Context: an optimization exercise on an open-source flow, tuned for small area, a short achievable clock period and few clock cycles per item. The choices shown serve that exercise and are no tape-out recipe. Only simulation tests tie the RTL to the original design; equivalence was not proved. No activity file was given, so power comes from the tool's default toggle rates.

## CompDiv
module CompDiv(
	input [31:0] Divisor_input,
	input [31:0] Dividend_input,
	input run,
	input rst,
	input clk,
	output ready,
	output [31:0] Quotient_output,
	output [31:0] Remainder_output
	);
Settings: LEC_CHECK=0, CAP_MARGIN=20, CORE_MARGIN=2, CORE_UTILIZATION=70, SLEW_MARGIN=20; clock period 10.0 ns.
standard.sh (not shown) runs the stock make flow with config.mk's settings and CLKGATE_MAP_FILE= SYNTH_SCRIPT=/design/flow/synth_recipe.tcl, a recipe that flattens the netlist after the stock synthesis.
==> flow/flow/run.sh <==
#!/bin/bash
# The standard layout (standard.sh, unchanged synthesis) with these optimisation knobs:
#  - port buffers are buf_1 cells (buffer_ports' own pick is a larger delay cell)
#  - optional: sizing may change a cell's footprint (FOOTPRINT=0)
# standard.sh's output goes to standard.log here; ORFS's own logs stay under orfs/logs.
export SETUP_SLACK_MARGIN=7
export BUFFER_PORTS_ARGS="-buffer_cell sky130_fd_sc_hd__buf_1"
bash standard.sh MATCH_CELL_FOOTPRINT=0 finish > standard.log 2>&1
The first run ran to the end with no violations.
Testbench counts at the start, summed over its fixed seeds: cycles 19,444, items 2,400.
Edit:
--- a/flow/flow/run.sh
+++ b/flow/flow/run.sh
@@ -3,5 +3,7 @@
 #  - port buffers are buf_1 cells (buffer_ports' own pick is a larger delay cell)
-#  - optional: sizing may change a cell's footprint (FOOTPRINT=0)
+#  - sizing may change a cell's footprint
+#  - after global routing, gates on the least critical 30% of paths are sized down (RECOVER_POWER)
 # standard.sh's output goes to standard.log here; ORFS's own logs stay under orfs/logs.
 export SETUP_SLACK_MARGIN=7
+export RECOVER_POWER=30
 export BUFFER_PORTS_ARGS="-buffer_cell sky130_fd_sc_hd__buf_1"
- CORE_UTILIZATION: 70 -> 60
What happened:
- This time the run finished but failed the layout checks on capacitance limit, slew limit
- clock power climbs by a quarter to a third
- sequential cell count is unchanged
- count of clock-buffer cells in the layout does not change
- setup slack got worse by 1.9 ns
- non-clock buffer count does not change
- critical path depth rises by 4
- design area is higher slightly
- total power rose slightly
- via count came out lower by a few percent
Edit:
==> flow/flow/run.sh (replaced) <==
#!/bin/bash
# The standard layout (standard.sh, unchanged synthesis) with these optimisation knobs:
#  - port buffers are buf_1 cells (buffer_ports' own pick is a larger delay cell)
#  - optional: sizing may change a cell's footprint (FOOTPRINT=0)
# standard.sh's output goes to standard.log here; ORFS's own logs stay under orfs/logs.
export SETUP_SLACK_MARGIN=7
export BUFFER_PORTS_ARGS="-buffer_cell sky130_fd_sc_hd__buf_1"
bash standard.sh MATCH_CELL_FOOTPRINT=0 finish > standard.log 2>&1
Now the flow finished with timing, DRC and antenna clean.
Global-route usage does not change.
Power barely changes.
Area after synthesis is unchanged.
Edit:
--- a/flow/flow/run.sh
+++ b/flow/flow/run.sh
@@ -5,3 +5,3 @@
 # standard.sh's output goes to standard.log here; ORFS's own logs stay under orfs/logs.
-export SETUP_SLACK_MARGIN=7
+export SETUP_SLACK_MARGIN=7.15
 export BUFFER_PORTS_ARGS="-buffer_cell sky130_fd_sc_hd__buf_1"
- non-clock buffer count rose by 79
- area after synthesis stays the same
- register-to-register slack gets worse by 0.02 ns

* * *

The RTL this note starts from:
==> flow/design.v <==
module CompDiv(
	input [31:0] Divisor_input,
	input [31:0] Dividend_input,
	input run,
	input rst,
	input clk,
	output ready,
	output [31:0] Quotient_output,
	output [31:0] Remainder_output
	);
	reg al1, al2, it, done;
	wire idle = ~(al1 | al2 | it | done);
	reg [4:0] cnt;
	reg [31:0] R, Q, D;
	assign ready = done;
	assign Quotient_output = Q;
	assign Remainder_output = R;
	wire [31:0] diff;
	wire ge;
	SubSK sub(.a(R), .b(D), .d(diff), .nb(ge));
	wire [5:0] za, zb;
	Clz32 clza(.x(R), .z(za));
	Clz32 clzb(.x(D), .z(zb));
	wire [4:0] d = zb[4:0] - za[4:0];
	wire d0 = zb[4:0] == za[4:0];
	wire b0 = ~|D;
	wire [31:0] s0 = cnt[0] ? {D[30:0], 1'b0} : D;
	wire [31:0] s1 = cnt[1] ? {s0[29:0], 2'b0} : s0;
	wire [31:0] s2 = cnt[2] ? {s1[27:0], 4'b0} : s1;
	wire [31:0] s3 = cnt[3] ? {s2[23:0], 8'b0} : s2;
	wire [31:0] s4 = cnt[4] ? {s3[15:0], 16'b0} : s3;
	wire r_ld = idle;
	wire r_sub = it & ge;
	wire r_keep = ~(r_ld | r_sub);
	wire [31:0] R_next = ({32{r_ld}} & Dividend_input) | ({32{r_sub}} & diff) | ({32{r_keep}} & R);
	wire q_keep = ~(al1 | it);
	wire [31:0] Q_next = ({32{al1 & b0}}) | ({32{it}} & {Q[30:0], ge}) | ({32{q_keep}} & Q);
	always @(posedge clk or posedge rst) begin
		if (rst) begin
			al1 <= 1'b0;
			al2 <= 1'b0;
			it <= 1'b0;
			done <= 1'b0;
		end else begin
			al1 <= idle & run;
			al2 <= al1 & ge & ~b0 & ~d0;
			it <= (al1 & ge & ~b0 & d0) | al2 | (it & (cnt != 5'd0));
			done <= done | (al1 & (~ge | b0)) | (it & (cnt == 5'd0));
		end
	end
	always @(posedge clk) begin
		if (idle) D <= Divisor_input;
		else if (it) D <= {1'b0, D[31:1]};
		else D <= s4;
		if (idle) cnt <= 5'd0;
		else if (al1) cnt <= d;
		else if (it) cnt <= cnt - 5'd1;
		R <= R_next;
		Q <= Q_next;
	end
endmodule
module Clz32(input [31:0] x, output [5:0] z);
	wire [4:0] zh, zl;
	Clz16 h(.x(x[31:16]), .z(zh));
	Clz16 l(.x(x[15:0]), .z(zl));
	assign z = zh[4] ? (zl[4] ? 6'd32 : {2'b01, zl[3:0]}) : {2'b00, zh[3:0]};
endmodule
module Clz16(input [15:0] x, output [4:0] z);
	wire [3:0] zh, zl;
	Clz8 h(.x(x[15:8]), .z(zh));
	Clz8 l(.x(x[7:0]), .z(zl));
	assign z = zh[3] ? (zl[3] ? 5'd16 : {2'b01, zl[2:0]}) : {2'b00, zh[2:0]};
endmodule
module Clz8(input [7:0] x, output [3:0] z);
	wire [2:0] zh, zl;
	Clz4 h(.x(x[7:4]), .z(zh));
	Clz4 l(.x(x[3:0]), .z(zl));
	assign z = zh[2] ? (zl[2] ? 4'd8 : {2'b01, zl[1:0]}) : {2'b00, zh[1:0]};
endmodule
module Clz4(input [3:0] x, output [2:0] z);
	assign z[2] = ~|x;
	assign z[1] = ~|x[3:2] & |x[1:0];
	assign z[0] = (~x[3] & x[2]) | (~x[3] & ~x[2] & ~x[1] & x[0]);
endmodule
module SubSK(input [31:0] a, input [31:0] b, output [31:0] d, output nb);
	wire [31:0] p = ~(a ^ b);
	wire [31:0] g0 = a & ~b;
	wire [31:0] gi = {g0[31:1], g0[0] | p[0]};
	wire [31:0] g [0:5];
	wire [31:0] q [0:5];
	assign g[0] = gi;
	assign q[0] = p;
	genvar l, i;
	generate
		for (l = 0; l < 5; l = l + 1) begin : lv
			for (i = 0; i < 32; i = i + 1) begin : b
				if ((i >> l) & 1) begin : n
					assign g[l+1][i] = g[l][i] | (q[l][i] & g[l][((i >> l) << l) - 1]);
					assign q[l+1][i] = q[l][i] & q[l][((i >> l) << l) - 1];
				end else begin : t
					assign g[l+1][i] = g[l][i];
					assign q[l+1][i] = q[l][i];
				end
			end
		end
	endgenerate
	wire [31:0] c = {g[5][30:0], 1'b1};
	assign d = p ^ c;
	assign nb = g[5][31];
endmodule
Settings: LEC_CHECK=0, CAP_MARGIN=20, CORE_MARGIN=2, CORE_UTILIZATION=60, CTS_BUF_LIST=sky130_fd_sc_hd__clkbuf_8 sky130_fd_sc_hd__clkbuf_16, CTS_CLUSTER_SIZE=40, SLEW_MARGIN=20; clock period 10.0 ns.
==> flow/flow/run.sh <==
#!/bin/bash
# The standard layout (standard.sh, unchanged synthesis) with these optimisation knobs:
#  - port buffers are buf_1 cells (buffer_ports' own pick is a larger delay cell)
#  - optional: sizing may change a cell's footprint (FOOTPRINT=0)
# standard.sh's output goes to standard.log here; ORFS's own logs stay under orfs/logs.
export SETUP_SLACK_MARGIN=7
export BUFFER_PORTS_ARGS="-buffer_cell sky130_fd_sc_hd__buf_1"
bash standard.sh MATCH_CELL_FOOTPRINT=0 finish > standard.log 2>&1
The first run produced a clean layout.
Testbench counts at the start, summed over its fixed seeds: cycles 19,444, items 2,400.
Edit:
- CORE_UTILIZATION: 60 -> 65
- CTS_BUF_LIST: sky130_fd_sc_hd__clkbuf_8 sky130_fd_sc_hd__clkbuf_16 -> default
- CTS_CLUSTER_SIZE: 40 -> default
=> Final area falls by 0.53%; global-route usage rises by 1.2 points; count of clock-buffer cells in the layout falls by 1; core utilization rises by 4.6 points; sequential share of layout area rises by 0.14 points; total power is about the same.

==> afterwards: timing with drivers on the ports <==
Ports are ideal in the flow. The routed layouts listed here were re-timed in OpenROAD. Step 1 sets driving cells, clkbuf_16 on the clock port and buf_2 on the other inputs (assumed; they add their load-dependent delay and slew). Step 2 also shifts input and output timing later by t, the mid clock arrival at the registers, as if the neighbouring blocks saw the same clock. a / b / c = no drivers / after step 1 / after step 2; a / b = the first two.
run | t, ns | setup WS [ns] | pins driven straight from the clock port
the first run of note 1 | 0.449 | 7.000 / 6.961 / 7.038 | 1
the second run of note 1 | 0.407 | 5.061 / 5.061 / 5.061 | 1
the third run of note 1 | 0.409 | 7.020 / 6.979 / 7.068 | 1
the fourth run of note 1 | 0.415 | 7.048 / 7.048 / 7.048 | 1
the first run of note 2 | 0.408 | 7.025 / 6.983 / 7.068 | 1
the second run of note 2 | 0.418 | 7.015 / 6.971 / 7.029 | 1
